Context: an optimization exercise on an open-source flow, tuned for small area. The choices shown serve that exercise and are no tape-out recipe.
Where RTL was checked, it was by simulation tests only, not by an equivalence proof against the original.
Power and IR drop assume default switching activity.

== main ==
==> module air_defense_top, before the edit <==
module air_defense_top (
    input  wire         clk,
    input  wire         reset_n,
    input  wire [47:0]  data_in,
    input  wire         data_in_valid,
    output wire         in_ready,
    output wire [15:0]  x_curr,
    output wire [15:0]  y_curr,
    output wire [15:0]  z_curr,
    output wire [15:0]  x_pred,
    output wire [15:0]  y_pred,
    output wire [15:0]  z_pred,
    output wire         track_valid,
    input  wire         track_ready,
    output wire         target_moving,
    output wire         lock_active,
    output wire         fire_pulse
);
    reg         p_valid, p_pass;
    reg  [3:0]  pd_x, pd_y, pd_z;       
    reg         c_valid;
    reg  [3:0]  cd_x, cd_y, cd_z;       
    reg         a_valid;
    reg  [15:0] a_x, a_y, a_z;          
    reg  [2:0]  lock_cnt;               
    reg  [2:0]  st;                     
    reg  [15:0] tmo;
    reg         t_valid;
    reg  [15:0] t_x, t_y, t_z;          
    reg  [15:0] v_x, v_y, v_z;          
    reg  [15:0] q_x, q_y, q_z;          
    reg         win;                    
    reg         armed, fire;
    wire la = st[2];
    wire [15:0] cm_x = c_valid ? {{12{cd_x[3]}}, cd_x} : 16'd0;
    wire [15:0] cm_y = c_valid ? {{12{cd_y[3]}}, cd_y} : 16'd0;
    wire [15:0] cm_z = c_valid ? {{12{cd_z[3]}}, cd_z} : 16'd0;
    wire [15:0] cr_x = a_x + cm_x;
    wire [15:0] cr_y = a_y + cm_y;
    wire [15:0] cr_z = a_z + cm_z;
    wire [15:0] b_x = data_in[47:32];
    wire [15:0] b_y = data_in[31:16];
    wire [15:0] b_z = data_in[15:0];
    wire [15:0] g_x = b_x ^ (b_x >> 1);
    wire [15:0] g_y = b_y ^ (b_y >> 1);
    wire [15:0] g_z = b_z ^ (b_z >> 1);
    wire [16:0] e_x = {1'b0, g_x} - {1'b0, cr_x};
    wire [16:0] e_y = {1'b0, g_y} - {1'b0, cr_y};
    wire [16:0] e_z = {1'b0, g_z} - {1'b0, cr_z};
    function in4(input [16:0] e);
        in4 = (e[16:3] == 14'd0 && e[2:0] <= 3'd4) ||
              (e[16:3] == 14'h3fff && e[2:0] >= 3'd4);
    endfunction
    wire pass_now = in4(e_x) & in4(e_y) & in4(e_z);
    wire p_take = data_in_valid & ~p_valid;
    wire c_take = p_valid & ~c_valid;
    wire a_take = c_valid & ~a_valid;
    wire t_take = a_valid & ~t_valid & la;
    wire a_drop = a_valid & (~t_valid | ~la);
    assign in_ready = ~p_valid;
    wire near3 = (cd_x[2:0] != 3'b100) & (cd_y[2:0] != 3'b100) & (cd_z[2:0] != 3'b100);
    wire [16:0] d_x = {1'b0, a_x} - {1'b0, t_x};
    wire [16:0] d_y = {1'b0, a_y} - {1'b0, t_y};
    wire [16:0] d_z = {1'b0, a_z} - {1'b0, t_z};
    function in1(input [16:0] d);
        in1 = (d[16:1] == 16'd0) || (d == 17'h1ffff);
    endfunction
    assign target_moving = ~(in1(d_x) & in1(d_y) & in1(d_z));
    wire [16:0] s_x = {1'b0, a_x} + {1'b0, v_x};
    wire [16:0] s_y = {1'b0, a_y} + {1'b0, v_y};
    wire [16:0] s_z = {1'b0, a_z} + {1'b0, v_z};
    function winf(input [15:0] v, input c);
        winf = (~c & (v[15:2] == 14'd0)) | (c & (v[15:2] == 14'h3fff) & (v[1:0] != 2'd0));
    endfunction
    wire win_next = winf(v_x, s_x[16]) & winf(v_y, s_y[16]) & winf(v_z, s_z[16]);
    wire found   = lock_cnt[2];
    wire locked  = (st == 3'b011) | (st == 3'b100);
    wire timeout = (tmo[15] & tmo[14] & tmo[9] & tmo[8] & tmo[6] & tmo[4]);  
    reg [2:0] st_n;
    always @(*) begin
        case (st)
            3'b000:  st_n = found ? 3'b001 : 3'b000;
            3'b001:  st_n = found ? 3'b010 : 3'b000;
            3'b010:  st_n = found ? 3'b011 : 3'b000;
            3'b011:  st_n = 3'b100;
            3'b100:  st_n = timeout ? 3'b101 : 3'b100;
            default: st_n = 3'b000;
        endcase
    end
    wire fire_now = la & win & target_moving & ~armed;
    always @(posedge clk or negedge reset_n) begin
        if (!reset_n) begin
            p_valid  <= 1'b0;
            p_pass   <= 1'b0;
            pd_x     <= 4'd0;
            pd_y     <= 4'd0;
            pd_z     <= 4'd0;
            c_valid  <= 1'b0;
            cd_x     <= 4'd0;
            cd_y     <= 4'd0;
            cd_z     <= 4'd0;
            a_valid  <= 1'b0;
            a_x      <= 16'd0;
            a_y      <= 16'd0;
            a_z      <= 16'd0;
            lock_cnt <= 3'd0;
            st       <= 3'd0;
            tmo      <= 16'd0;
            t_valid  <= 1'b0;
            t_x      <= 16'd0;
            t_y      <= 16'd0;
            t_z      <= 16'd0;
            v_x      <= 16'd0;
            v_y      <= 16'd0;
            v_z      <= 16'd0;
            q_x      <= 16'd0;
            q_y      <= 16'd0;
            q_z      <= 16'd0;
            win      <= 1'b1;
            armed    <= 1'b0;
            fire     <= 1'b0;
        end else begin
            if (p_take) begin
                p_valid <= 1'b1;
                p_pass  <= pass_now;
                pd_x    <= e_x[3:0];
                pd_y    <= e_y[3:0];
                pd_z    <= e_z[3:0];
            end else if (c_take) begin
                p_valid <= 1'b0;
            end
            if (c_take) begin
                if (p_pass) begin
                    c_valid <= 1'b1;
                    cd_x    <= pd_x;
                    cd_y    <= pd_y;
                    cd_z    <= pd_z;
                end
            end else if (a_take) begin
                c_valid <= 1'b0;
            end
            if (a_take) begin
                a_valid <= 1'b1;
                a_x     <= cr_x;
                a_y     <= cr_y;
                a_z     <= cr_z;
                if (near3) begin
                    if (!lock_cnt[2]) lock_cnt <= lock_cnt + 3'd1;
                end else begin
                    lock_cnt <= 3'd0;
                end
            end else if (a_drop) begin
                a_valid <= 1'b0;
            end
            st  <= st_n;
            tmo <= (locked & ~a_valid) ? tmo + 16'd1 : 16'd0;
            if (t_take) begin
                t_valid <= 1'b1;
                t_x     <= a_x;
                t_y     <= a_y;
                t_z     <= a_z;
                v_x     <= d_x[15:0];
                v_y     <= d_y[15:0];
                v_z     <= d_z[15:0];
                q_x     <= s_x[15:0];
                q_y     <= s_y[15:0];
                q_z     <= s_z[15:0];
                win     <= win_next;
            end else if (t_valid && track_ready) begin
                t_valid <= 1'b0;
            end
            fire  <= fire_now;
            armed <= fire_now | (armed & win);
        end
    end
    assign lock_active = la;
    assign track_valid = t_valid;
    assign fire_pulse  = fire;
    assign x_curr = t_x;
    assign y_curr = t_y;
    assign z_curr = t_z;
    assign x_pred = q_x;
    assign y_pred = q_y;
    assign z_pred = q_z;
endmodule
Settings: LEC_CHECK=0, CAP_MARGIN=20, CORE_MARGIN=2, CORE_UTILIZATION=40, SLEW_MARGIN=20; clock period 6.5 ns.
run.sh (not shown) runs the stock make flow with config.mk's settings and CLKGATE_MAP_FILE= SYNTH_SCRIPT=/design/flow/synth_recipe.tcl, a recipe that flattens the netlist after the stock synthesis.
Edits applied to the flow inputs when going from main to the feature branch:
--- a/flow/design.v
+++ b/flow/design.v
@@ -34,10 +34,22 @@
     reg         armed, fire;
     wire la = st[2];
+    function [16:0] radd(input [15:0] a, input [15:0] b, input ci);
+        integer i;
+        reg c;
+        begin
+            c = ci;
+            for (i = 0; i < 16; i = i + 1) begin
+                radd[i] = a[i] ^ b[i] ^ c;
+                c = (a[i] & b[i]) | (c & (a[i] ^ b[i]));
+            end
+            radd[16] = c;
+        end
+    endfunction
     wire [15:0] cm_x = c_valid ? {{12{cd_x[3]}}, cd_x} : 16'd0;
     wire [15:0] cm_y = c_valid ? {{12{cd_y[3]}}, cd_y} : 16'd0;
     wire [15:0] cm_z = c_valid ? {{12{cd_z[3]}}, cd_z} : 16'd0;
-    wire [15:0] cr_x = a_x + cm_x;
-    wire [15:0] cr_y = a_y + cm_y;
-    wire [15:0] cr_z = a_z + cm_z;
+    wire [15:0] cr_x = radd(a_x, cm_x, 1'b0);
+    wire [15:0] cr_y = radd(a_y, cm_y, 1'b0);
+    wire [15:0] cr_z = radd(a_z, cm_z, 1'b0);
     wire [15:0] b_x = data_in[47:32];
     wire [15:0] b_y = data_in[31:16];
@@ -46,7 +58,10 @@
     wire [15:0] g_y = b_y ^ (b_y >> 1);
     wire [15:0] g_z = b_z ^ (b_z >> 1);
-    wire [16:0] e_x = {1'b0, g_x} - {1'b0, cr_x};
-    wire [16:0] e_y = {1'b0, g_y} - {1'b0, cr_y};
-    wire [16:0] e_z = {1'b0, g_z} - {1'b0, cr_z};
+    wire [16:0] e_x_c = radd(g_x, ~cr_x, 1'b1);
+    wire [16:0] e_x = {~e_x_c[16], e_x_c[15:0]};
+    wire [16:0] e_y_c = radd(g_y, ~cr_y, 1'b1);
+    wire [16:0] e_y = {~e_y_c[16], e_y_c[15:0]};
+    wire [16:0] e_z_c = radd(g_z, ~cr_z, 1'b1);
+    wire [16:0] e_z = {~e_z_c[16], e_z_c[15:0]};
     function in4(input [16:0] e);
         in4 = (e[16:3] == 14'd0 && e[2:0] <= 3'd4) ||
@@ -61,14 +76,17 @@
     assign in_ready = ~p_valid;
     wire near3 = (cd_x[2:0] != 3'b100) & (cd_y[2:0] != 3'b100) & (cd_z[2:0] != 3'b100);
-    wire [16:0] d_x = {1'b0, a_x} - {1'b0, t_x};
-    wire [16:0] d_y = {1'b0, a_y} - {1'b0, t_y};
-    wire [16:0] d_z = {1'b0, a_z} - {1'b0, t_z};
+    wire [16:0] d_x_c = radd(a_x, ~t_x, 1'b1);
+    wire [16:0] d_x = {~d_x_c[16], d_x_c[15:0]};
+    wire [16:0] d_y_c = radd(a_y, ~t_y, 1'b1);
+    wire [16:0] d_y = {~d_y_c[16], d_y_c[15:0]};
+    wire [16:0] d_z_c = radd(a_z, ~t_z, 1'b1);
+    wire [16:0] d_z = {~d_z_c[16], d_z_c[15:0]};
     function in1(input [16:0] d);
         in1 = (d[16:1] == 16'd0) || (d == 17'h1ffff);
     endfunction
     assign target_moving = ~(in1(d_x) & in1(d_y) & in1(d_z));
-    wire [16:0] s_x = {1'b0, a_x} + {1'b0, v_x};
-    wire [16:0] s_y = {1'b0, a_y} + {1'b0, v_y};
-    wire [16:0] s_z = {1'b0, a_z} + {1'b0, v_z};
+    wire [16:0] s_x = radd(a_x, v_x, 1'b0);
+    wire [16:0] s_y = radd(a_y, v_y, 1'b0);
+    wire [16:0] s_z = radd(a_z, v_z, 1'b0);
     function winf(input [15:0] v, input c);
         winf = (~c & (v[15:2] == 14'd0)) | (c & (v[15:2] == 14'h3fff) & (v[1:0] != 2'd0));
@@ -77,5 +95,6 @@
     wire found   = lock_cnt[2];
     wire locked  = (st == 3'b011) | (st == 3'b100);
-    wire timeout = (tmo[15] & tmo[14] & tmo[9] & tmo[8] & tmo[6] & tmo[4]);  
+    wire timeout = (tmo == 16'h290f);
+    wire [15:0] tmo_step = {tmo[14:0], ~(tmo[15] ^ tmo[14] ^ tmo[12] ^ tmo[3])};
     reg [2:0] st_n;
     always @(*) begin
@@ -155,5 +174,5 @@
             end
             st  <= st_n;
-            tmo <= (locked & ~a_valid) ? tmo + 16'd1 : 16'd0;
+            tmo <= (locked & ~a_valid) ? tmo_step : 16'd0;
             if (t_take) begin
                 t_valid <= 1'b1;
==> comparison <==
Compared with main, the feature branch supports a lower clock frequency.
[compare] base=main new=the feature branch: number of vias after detailed routing decreased about 40%; fraction of area in registers increased 4.9 points; utilization increased 6.6 points; multiplexer share of the synthesized area increased 1.2 points; power decreased 11%.
Note that the via-per-instance ratio recorded for main amounts to 1.12 times the value seen in the feature branch.
The run with more routed wire is main, not the feature branch.
Of main and the feature branch, main shows the lower worst reg2reg path depth, with the feature branch above it.
Of main and the feature branch, just one finished clean: main.
On global routing met1 resource utilization: the feature branch sits below main.
Initial cell density of the core up 0.34 points in the feature branch wrt main
Of the two candidates, main has the better worst-case setup margin in the final layout and the feature branch the worse one.
Die span in x (lower): the feature branch
The RTL of the feature branch was laid out without a check of its function.

-- afterwards: timing with drivers on the ports --
How much do the figures lean on ideal ports? The routed layouts below were timed once more, with nothing changed but the port constraints. Step 1 assumes that a clkbuf_16 drives the clock port and a buf_2 every other input. Step 2 adds t to the input delays and takes it off the output delays; t is the mean of the earliest and latest rising clock arrival at the registers after step 1. Input paths then give back, and output paths get back, about the clock's delay inside the block. Three values: ideal ports, drivers, drivers and shift; two values: the first two.
| run | t (ns) | setup WS [ns] | worst data-port slew with drivers (ns) |
|---|---|---|---|
| main | 0.611 | 0.386 / 0.332 / 0.794 | 0.05 |
| the feature branch | 0.583 | -2.456 / -2.505 / -2.223 | 0.05 |
